Background: an optimization exercise with open tools, aiming at small area. Do not read the settings as production practice.
The RTL was checked by simulation tests, not by an equivalence proof against the original design.
Power and IR drop assume default switching activity.

## flow/design.v (module list and top-level ports; edited modules follow where they fit)
// module c_xor2: 3 lines
// module c_xnor2: 3 lines
// module c_nand2: 3 lines
// module c_nor2: 3 lines
// module c_nand3: 3 lines
// module c_nand4: 3 lines
// module c_and2: 3 lines
// module c_or4: 3 lines
// module c_inv: 3 lines
// module c_a21o: 3 lines
// module c_o21ai: 3 lines
// module c_o22ai: 3 lines
// module c_o22a: 3 lines
// module c_a222oi: 3 lines
// module c_mux2i: 3 lines
// module c_ha: 4 lines
// module ALU: 673 lines
// module ALU_ft: 86 lines
module ALU_ft (
    input              clk,
    input              rst,
    input      [31:0]  A,
    input      [31:0]  B,
    input      [2:0]   ALUControl,
    output reg [31:0]  Result,
    output reg         Zero,
    output reg         Carry,
    output reg         OverFlow,
    output             Negative,
    output reg         fault_detected_out
);
  // ...
==> flow/flow/run.sh <==
#!/bin/bash
# Own flow: the standard layout (standard.sh, unchanged synthesis), with
# the port buffers that buffer_ports inserts made sky130_fd_sc_hd__buf_1
# instead of the default it picks. Every tool's full output stays in
# orfs/logs/ under this folder; make's output goes to layout.log here.
set -euo pipefail
export BUFFER_PORTS_ARGS="-buffer_cell sky130_fd_sc_hd__buf_1"
bash standard.sh finish > layout.log 2>&1
test -f out/final.def
==> flow/standard.sh <==
#!/bin/bash
# synth_recipe.tcl (not shown) runs the flow's synth.tcl, then flattens the netlist and writes it again
# the make line also repeats each setting of config.mk as NAME=value (left out here)
make -C /OpenROAD-flow-scripts/flow DESIGN_CONFIG=/design/flow/config.mk WORK_HOME=/design/flow/orfs CLKGATE_MAP_FILE= SYNTH_SCRIPT=/design/flow/synth_recipe.tcl "${@:-finish}"
==> flow/config.mk <==
export PLATFORM = sky130hd
export DESIGN_NAME = ALU_ft
export DESIGN_NICKNAME = ALU_ft
export VERILOG_FILES = /design/flow/design.v
export SDC_FILE = /design/flow/constraint.sdc
export NUM_CORES = 4
export LEC_CHECK = 0
export CAP_MARGIN = 30
export CORE_MARGIN = 2
export CORE_UTILIZATION = 40
export SLEW_MARGIN = 30
export SYNTH_HIERARCHICAL = 1
==> flow/constraint.sdc <==
create_clock -name core_clock -period 6.0 [get_ports {clk}]
set_input_delay 1.2000 -clock core_clock [delete_from_list [all_inputs] [get_ports {clk}]]
set_output_delay 1.2000 -clock core_clock [all_outputs]
set_load 0.01 [all_outputs]
==> summary.md, run 1 <==
| Metric | Value |
|---|---|
| Fin. Hold Viols | `0` |
| Num ports | `between 100 and 150` |
| Post-synthesis xor/xnor area fraction | `13.7%` |
| Setup bufs post-CTS | `0` |
| Reg-to-reg slack, setup | `4300 ps` |
| Starting Density | `40.9%` |
| Power share of the sequential group | `33.0%` |
| Total clock network power | `566 uW` |
| GR Util met2 | `between 40% and 50%` |
| Comb pwr | `1.08 mW` |
| Chip Width | `~130 um` |
| Post-route setup slack | `468 ps` |
| Design Power | `~2.5 mW` |
| Initial antenna violation count | `0` |
| Type of the tightest min-delay check | `reg -> reg` |
| Vias/cell | `~6.5` |
| Most common library cell in the layout ignoring fill and taps | `o22ai_1` |
| Placed cell count | `about 1000` |
| Slowest stage delay, CP | `540 ps` |
| Syn_nets | `795` |
| Fmax | `181 MHz` |
| Status | `timing/DRC/antenna clean` |
| Leading area contributor after synthesis | `o22ai_1` |
| TritonCTS Buffers | `9` |
| Total gr overflow | `0` |
| Top cells by area, synth | `o22ai_1, edfxtp_1, dfrtp_1` |
| Cts hold-fix bufs | `0` |
| Least-Margin Pin Slew | `941 ps` |
| Crit. path cell count | `25` |
| Hold Path Depth | `1` |
| Die Y | `129 um` |
| Detail Route Antenna Nets | `0` |
| Clk_skew | `roughly 5.3 ps` |
| Seq cells | `between 70 and 80` |
==> run 2: changes to the inputs <==
--- a/flow/config.mk
+++ b/flow/config.mk
@@ -10,2 +10,4 @@
 export CORE_UTILIZATION = 40
+export CTS_BUF_LIST = sky130_fd_sc_hd__clkbuf_4 sky130_fd_sc_hd__clkbuf_8
+export GPL_TIMING_DRIVEN = 0
 export SLEW_MARGIN = 30
==> summary.md, run 2 <==
| Metric | Value |
|---|---|
| Post-synth EDFFs | `32` |
| Commonest cells post-synth | `o22ai_1, nand2_1, xnor2_1` |
| Yosys cell types | `30` |
| Die Y | `129 um (unchanged)` |
| DR pass1 iterations | `10` |
| Hold Path Depth | `1 (unchanged)` |
| Largest net degree at the start of global routing | `38` |
| Leak pwr | `3.05 nW` |
| CP endpoint kind | `register` |
| Most frequent cells in the layout | `o22ai_1, nand2_1, buf_1, xnor2_1, a21o_1` |
| Top cells by area, synth | `o22ai_1, edfxtp_1, dfrtp_1` |
| Final Cycle Share | `97.4%` |
| Biggest registers after layout | `Result: 32 flops, t2: 32 flops` |
| Chip Width | `129 um (unchanged)` |
| Port bufs | `between 100 and 150` |
| Die Area | `~17000 um2` |
| Root Driver | `clkbuf_8` |
| Count leader, synth | `o22ai_1` |
| Syn Area/Cell | `8.95 um2` |
| Clk_skew | `6.35 ps (+1.02 ps)` |
| Post-Syn Instances | `694` |
| Type of the tightest min-delay check | `reg -> reg` |
| Max-cap viol count | `0` |
| CTS tree | `done` |
| Post-Syn Area | `about 6200 um2` |
| TritonCTS Buffers | `9 (unchanged)` |
| Initial antenna violation count | `0 (unchanged)` |
| Critical path startpoint category | `input port` |
| CP Class | `in -> reg` |
| Cts hold-fix bufs | `0 (unchanged)` |
| H-Tree Depth | `3` |
| Final Wtd Congestion | `0.873` |
| Vias | `6502` |
| DRC viols | `0` |
| Vias/cell | `6.41 (-1.0%)` |
| GRT Total Usage | `between 20% and 30%` |
| Crit-path max FO | `18` |
| Post-route setup slack | `153 ps (-314 ps)` |
| Diodes inserted | `0` |
| Core area | `15200 um2` |
| Synth warnings | `7` |
| Most common library cell in the layout ignoring fill and taps | `o22ai_1` |
| Finished Layout Cells | `1015` |
| Average wire per cell in the routed design | `21.4 um` |
| Syn_nets | `795 (unchanged)` |
| Core Rows | `45` |
| Min Clock Period, post-route | `5850 ps` |
| Num ports | `106 (unchanged)` |
| Clock Sinks | `71` |
| Data arrival, critical path | `6090 ps` |
| DR iter-0 viols | `approximately 700` |
| Leading area contributor after synthesis | `o22ai_1` |
| Detail Route Antenna Nets | `0 (unchanged)` |
| Placed cell count | `993 (-0.90%)` |
| Peak VDD IR | `0.228 mV` |
| Unrepaired setup endpoints after global routing | `no` |
| Place WS | `-1720 ps` |
| Least-Margin Pin Slew | `950 ps (+9.12 ps)` |
| Vias in the first global route | `6221` |
| Endpoints failing setup | `0` |
| Most used flip-flop cell after synthesis | `dfrtp_1` |
| Status | `timing/DRC/antenna clean` |
| Clock Path Buffers | `2` |
| Starting Density | `40.9% (unchanged)` |
| Fin. Hold Viols | `0 (unchanged)` |
| Post-synthesis async set-or-reset flop share | `53.5%` |
| Final Max Slew Viols | `0` |
| Syn-to-layout area delta | `18.8%` |
| Total gr overflow | `0 (unchanged)` |
| Total Wirelength | `21800 um` |
| Synth Register Bits | `71` |
| Post-synth top area share | `16.2%` |
| Clock Latency Late Sink | `350 ps` |
| CP required | `6240 ps` |
| Register area share after synthesis | `31.1%` |
| Worst-case reg-to-reg path depth | `5` |
| First-pass GRT wire length | `between 30000 and 40000 um` |
| PwrDens | `312 nW/um2` |
| Share of post-route cells with drive strength above 1 | `6.77%` |
| Fmax | `171 MHz (-5.4%)` |
| Fill cells | `between 1500 and 2000` |
| Reg clk slew, reported paths | `about 70 ps` |
| Worst rel slew slack | `36.6%` |
| Final nets | `between 900 and 1000` |
| HPWL after DPL | `~16000 um` |
## run 2: cell count changes in the layout (fill, tap and decap cells not counted), moves of 3 or more
cell       previous run  this run
buf_2                 0         7
a21o_4                0         3
clkbuf_8              0        11
buf_8                 0         4
clkbuf_16             9         1
buf_1               104        97
buf_4                17         4
a21o_1               58        55
## run 2: final timing paths
check	startpoint	endpoint	slack (ps)
worst max register to register	fault_detected_out$_DFF_PN0_	Result[0]$_DFF_PN0_	4040
worst min-delay path	mism$_DFF_P_	fault_detected_out$_DFF_PN0_	480
max in group asynchronous	rst	Result[0]$_DFF_PN0_	4840
worst max-delay path	ALUControl[0]	mism$_DFF_P_	150
worst min register to register	mism$_DFF_P_	fault_detected_out$_DFF_PN0_	480
min in group asynchronous	rst	Result[24]$_DFF_PN0_	730
## run 2: area by class of cell
class / instances / area (um2) / area share, %
timing repair buffer: 116 / 609 / 8.25
timing repair inverter: 1 / 11.3 / 0.152
multi-input combinational: 613 / 4320 / 58.5
inverter: 9 / 60.1 / 0.813
tap: 188 / 235 / 3.19
buffer: 1 / 7.51 / 0.102
clock buffer: 11 / 151 / 2.05
clock inverter: 5 / 56.3 / 0.762
sequential: 71 / 1930 / 26.2
## run 2: per-stage QoR
step,setup TNS [ps],power [mW],utilization [%],instance area [um2],hold slack (ps)
after floorplan,0,1.54,-,6220,448
after CTS,0,2.30,47.7,7250,489
after global placement,-74300,1.85,45.1,6850,461
after global routing,0,2.46,48.6,7380,504
after detailed placement,-13120,1.89,46.1,7000,472
final,0,2.30,48.6,7380,484
## run 2: critical path, cell delays in order
cell       delay [ps]
buf_16            160
clkinv_16         100
nor2_4            140
buf_16            190
xor2_2            170
ha_1              280
a21o_1            200
a21o_1            190
a21o_1            220
a21o_4            250
a21o_4            250
a21o_4            240
a21o_1            190
a21o_1            180
a21o_1            190
nand2_1            80
xnor2_1           100
a222oi_1          390
nand2_1           160
or4_1             480
nor2_1            170
nand2_1            90
nor2_2            140
inv_1              50
mux2_2            250
## run 2: kinds of logic (layout without fill, tap and decap cells)
group / count (synthesis) / after routing / synth area share, %
xor gates and xnor gates: 97 / 97 / 13.7
adders and majority gates: 32 / 32 / 6.44
DFF: 71 / 71 / 31.1
other: 1 / 1 / 0.0603
buffers and inverters: 10 / 143 / 0.664
AOI/OAI and AO/OA: 287 / 287 / 33.5
and+or+nand+nor: 191 / 191 / 13.7
muxes: 5 / 5 / 0.966
## run 2: modules after synthesis (local to each module, per instance), excerpt
| module | area (um2) | cells |
|---|---|---|
| ALU | 80.1 | 15 |
| ALU_ft | 2040 | 85 |
| c_a21o | 7.51 | 1 |
| c_and2 | 6.26 | 1 |
| c_ha | 12.5 | 1 |
| c_inv | 3.75 | 1 |
| c_nand2 | 3.75 | 1 |
| c_nand3 | 5.00 | 1 |
| c_nand4 | 6.26 | 1 |
| c_o22ai | 6.26 | 1 |
| c_or4 | 7.51 | 1 |
| c_xnor2 | 8.76 | 1 |
| c_xor2 | 8.76 | 1 |
## run 2: timing repair
action | in CTS | in global routing
setup endpoints to repair | 13 | 2
pin swaps | 2 | 2
gates resized for setup | 9 | 12
buffers inserted | 2 | 1
gates cloned | 0 | 2
## run 2: per-layer routing
layer / GRT usage [%] / part of all wire [%] / vias to the layer above
li1: - / - / 3040
met1: 35.1 / 43 / 3105
met2: 42.5 / 46 / 315
met3: 3.87 / 7.7 / 42
met4: 8.06 / 2.7 / 0
met5: 0 / 0 / -
## run 2: where the power goes
part | internal, mW | leakage [nW] | switching, mW
registers | 0.718 | 0.829 | 0.0939
logic | 0.486 | 2.13 | 0.618
clock network | 0.213 | 0.0952 | 0.174
==> run 3: changes to the inputs <==
==> flow/run.sh (new file) <==
#!/bin/bash
# synth_recipe.tcl (not shown) runs the flow's synth.tcl, then flattens the netlist and writes it again
# the make line also repeats each setting of config.mk as NAME=value (left out here)
make -C /OpenROAD-flow-scripts/flow DESIGN_CONFIG=/design/flow/config.mk WORK_HOME=/design/flow/orfs CLKGATE_MAP_FILE= SYNTH_SCRIPT=/design/flow/synth_recipe.tcl finish
--- a/flow/config.mk
+++ b/flow/config.mk
@@ -10,4 +10,2 @@
 export CORE_UTILIZATION = 40
-export CTS_BUF_LIST = sky130_fd_sc_hd__clkbuf_4 sky130_fd_sc_hd__clkbuf_8
-export GPL_TIMING_DRIVEN = 0
 export SLEW_MARGIN = 30
removed: flow/flow/run.sh
removed: flow/standard.sh
==> summary.md, run 3 <==
| Metric | Value |
|---|---|
| Initial antenna violation count | `0 (unchanged)` |
| TritonCTS Buffers | `9 (unchanged)` |
| Least-Margin Pin Slew | `924 ps (-25.6 ps)` |
| Port bufs | `105 (unchanged)` |
| Crit-path max FO | `15 (-3)` |
| Finished Layout Cells | `1048 (+3.3%)` |
| GRT Total Usage | `27.5% (+1.7 points)` |
| Critical path startpoint category | `input port` |
| Unrepaired setup endpoints after global routing | `no` |
| Type of the tightest min-delay check | `reg -> reg` |
| DR pass1 iterations | `9 (-1)` |
| Post-Syn Area | `6210 um2 (unchanged)` |
| Hold WS | `483 ps (-0.691 ps)` |
| Reg clk slew, reported paths | `60 ps (about the same)` |
| Leading area contributor after synthesis | `o22ai_1` |
| WP buf/inv | `4 (unchanged)` |
| Count leader, synth | `o22ai_1` |
| Average wire per cell in the routed design | `21.9 um (+2.0%)` |
| Share of post-route cells with drive strength above 1 | `8.60% (+1.8 points)` |
| Endpoints failing setup | `0 (unchanged)` |
| Largest net degree at the start of global routing | `39 (+2.6%)` |
| Post-synth EDFFs | `32 (unchanged)` |
| Status | `timing/DRC/antenna clean` |
| Slowest stage delay, CP | `490 ps (about the same)` |
| Biggest registers after layout | `Result: 32 flops, t2: 32 flops` |
| Design Power | `2.59 mW (+12%)` |
| Max-cap viol count | `0 (unchanged)` |
| Peak VDD IR | `0.254 mV (+11%)` |
| HPWL after DPL | `17600 um (+7.3%)` |
| Core Rows | `45 (unchanged)` |
| CP endpoint kind | `register` |
| Total gr overflow | `0 (unchanged)` |
| Post-synthesis async set-or-reset flop share | `53.5% (unchanged)` |
| H-Tree Depth | `3 (unchanged)` |
| Clock Sinks | `71 (unchanged)` |
| Final Wtd Congestion | `0.955 (+9.5%)` |
| Vias in the first global route | `6557 (+5.4%)` |
| Most common library cell in the layout ignoring fill and taps | `o22ai_1` |
| Chip Width | `129 um (unchanged)` |
| Num ports | `106 (unchanged)` |
| Final Max Slew Viols | `0 (unchanged)` |
| Most frequent cells in the layout | `o22ai_1, nand2_1, clkdlybuf4s50_1, xnor2_1, a21o_1` |
| Yosys cell types | `30 (unchanged)` |
| Worst rel slew slack | `38.3% (+1.7 points)` |
| Root Driver | `clkbuf_16` |
| Vias | `6687 (+2.8%)` |
| Clock Latency Late Sink | `320 ps (-30 ps)` |
| Diodes inserted | `0 (unchanged)` |
| Commonest cells post-synth | `o22ai_1, nand2_1, xnor2_1` |
| Most used flip-flop cell after synthesis | `dfrtp_1` |
| Starting Density | `40.9% (unchanged)` |
| PwrDens | `318 nW/um2 (+2.1%)` |
| Final nets | `956 (+3.6%)` |
| Placed cell count | `1031 (+3.8%)` |
| Top cells by area, synth | `o22ai_1, edfxtp_1, dfrtp_1` |
| Detail Route Antenna Nets | `0 (unchanged)` |
| Synth warnings | `7 (unchanged)` |
| CTS tree | `done` |
| Core area | `15200 um2 (unchanged)` |
| Total Wirelength | `22900 um (+5.3%)` |
| Crit-path cells | `clkdlybuf4s50_1 -> inv_2 -> nor2_4 -> buf_4 -> xor2_1 -> ha_1 -> and2_1 -> and2_1 -> a21o_1 -> a21o_1 -> a21o_1 -> a21o_1 -> a21o_1 -> a21o_1 -> nand2_1 -> xnor2_1 -> a222oi_1 -> nand2_1 -> or4_1 -> nor2_1 -> nand2_1 -> nor2_1 -> inv_1 -> mux2_2` |
| Slowest CP cell | `clkdlybuf4s50_1` |
| Leak pwr | `3.44 nW (+13%)` |
| Vias/cell | `6.38 (-0.39%)` |
| CP required | `6220 ps (-20 ps)` |
| Clock Path Buffers | `2 (unchanged)` |
| CP delay by family, top | `simple AND/OR/NAND/NOR gates` |
| DR iter-0 viols | `885 (+26%)` |
| Setup TNS after final layout | `0 ps (unchanged)` |
| DRC viols | `0 (unchanged)` |
| Final Cycle Share | `94.7% (-2.7 points)` |
| Die Y | `129 um (unchanged)` |
| First-pass GRT wire length | `35400 um (+6.3%)` |
| Setup bufs post-CTS | `0 (-2)` |
| Syn Area/Cell | `8.95 um2 (unchanged)` |
| Syn_nets | `795 (unchanged)` |
| Cell mode on critical path | `a21o_1` |
| Die Area | `16500 um2 (unchanged)` |
| Register area share after synthesis | `31.1% (unchanged)` |
| Post-Syn Instances | `694 (unchanged)` |
| Post-synth top area share | `16.2% (unchanged)` |
| Syn-to-layout area delta | `30.8%` |
| Synth Register Bits | `71 (unchanged)` |
| Fmax | `176 MHz (+2.9%)` |
| Clk_skew | `4.94 ps (-1.41 ps)` |
| Min Clock Period, post-route | `5680 ps (-164 ps)` |
| Data arrival, critical path | `5900 ps (-190 ps)` |
| CP Class | `in -> reg` |
| Fin. Hold Viols | `0 (unchanged)` |
-- run 3: cell counts after synthesis --
Identical to the previous run, type by type.
-- run 3: worst paths after layout --
kind	from	depth (start not counted)	end	slack, ps
min in group asynchronous	rst	1	Result[26]$_DFF_PN0_	840
hold / removal	Result[29]$_DFF_PN0_	1	Result[29]$_DFF_PN0_	480
setup reg to reg	fault_detected_out$_DFF_PN0_	3	Result[6]$_DFF_PN0_	4200
max in group asynchronous	rst	1	Result[7]$_DFF_PN0_	4810
hold reg to reg	Result[29]$_DFF_PN0_	1	Result[29]$_DFF_PN0_	480
setup / recovery	ALUControl[0]	24	mism$_DFF_P_	320
-- run 3: cell families after synthesis --
kind of cell	share of synthesized area, %
adder cells (fa/ha/maj)	6.44
other	0.0603
buffers and inverters	0.664
XOR/XNOR	13.7
AND/OR/NAND/NOR	13.7
multiplexers	0.966
AO/OA/AOI/OAI	33.5
flip-flops	31.1
-- run 3: layout make-up --
type / count / area (um2)
Clock buffer: 12 / 236
Clock inverter: 4 / 22.5
Fill cell: 1438 / 7080
Inverter: 9 / 33.8
Multi-Input combinational cell: 613 / 4260
Sequential cell: 71 / 1930
Tap cell: 188 / 235
Timing Repair Buffer: 151 / 1410
-- run 3: routing by layer --
layer / global-route usage, % / up-vias / share of wire (%)
li1: - / 3114 / -
met1: 39.2 / 3185 / 45
met2: 43.7 / 341 / 45
met3: 3.70 / 47 / 8.1
met4: 8.31 / 0 / 2.8
met5: 0 / - / 0
-- run 3: per-module statistics from Yosys, one instance, submodules excluded, a selection --
| module | flops+latches | cells | area, um2 |
|---|---|---|---|
| c_nand4 | 0 | 1 | 6.26 |
| c_nor2 | 0 | 1 | 3.75 |
| c_o22ai | 0 | 1 | 6.26 |
| c_inv | 0 | 1 | 3.75 |
| c_a222oi | 0 | 1 | 10.0 |
| c_a21o | 0 | 1 | 7.51 |
| c_o22a | 0 | 1 | 8.76 |
| c_xor2 | 0 | 1 | 8.76 |
| ALU_ft | 71 | 85 | 2040 |
-- run 3: per-stage QoR --
stage / utilization (%) / instance area [um2] / setup WS (ps)
6_report: 53.5 / 8130 / 317
5_1_grt: 53.5 / 8130 / 22.1
4_1_cts: 53.3 / 8110 / 312
3_5_place_dp: 51.6 / 7850 / -21.4
3_3_place_gp: 51.6 / 7840 / 68.6
2_1_floorplan: - / 6220 / 18.5
-- run 3: power by group --
group          switching [mW]  total [mW]  internal (mW)
clock                   0.186       0.464          0.277
combinational           0.629        1.31          0.677
sequential             0.0989       0.818          0.719
-- run 3: what timing repair did --
action	4_1_cts	5_1_grt
resized for setup	0	1
hold buffers	0	0
endpoints found under the setup margin	0	1

-- what the ideal ports hide --
In the flow no input, the clock included, has a driving cell. The finished layouts below were timed again as built, in two steps. Step 1, drivers: a clkbuf_16 drives clk and a buf_2 each remaining input, both assumed. Step 2 times the ports against the registers' clock, not the clock port: input delays grow and output delays shrink by t, the midpoint of the rising clock arrivals with the driver on. Three values: ideal, step 1, step 2; two values: the first two.
| run | t, ns | slack for setup (ns) | worst register clock-pin slew, ns |
|---|---|---|---|
| run 1 | 0.353 | 0.468 / 0.476 / 0.123 | 0.06 / 0.06 |
| run 2 | 0.375 | 0.153 / 0.010 / -0.365 | 0.08 / 0.08 |
| run 3 | 0.357 | 0.317 / 0.327 / -0.030 | 0.06 / 0.06 |
With both steps, setup timing fails in run 2 and run 3, where it was met with ideal ports. For run 2, which loses most, drivers alone change the setup slack by -0.143 ns; drivers and shift together by -0.518 ns.
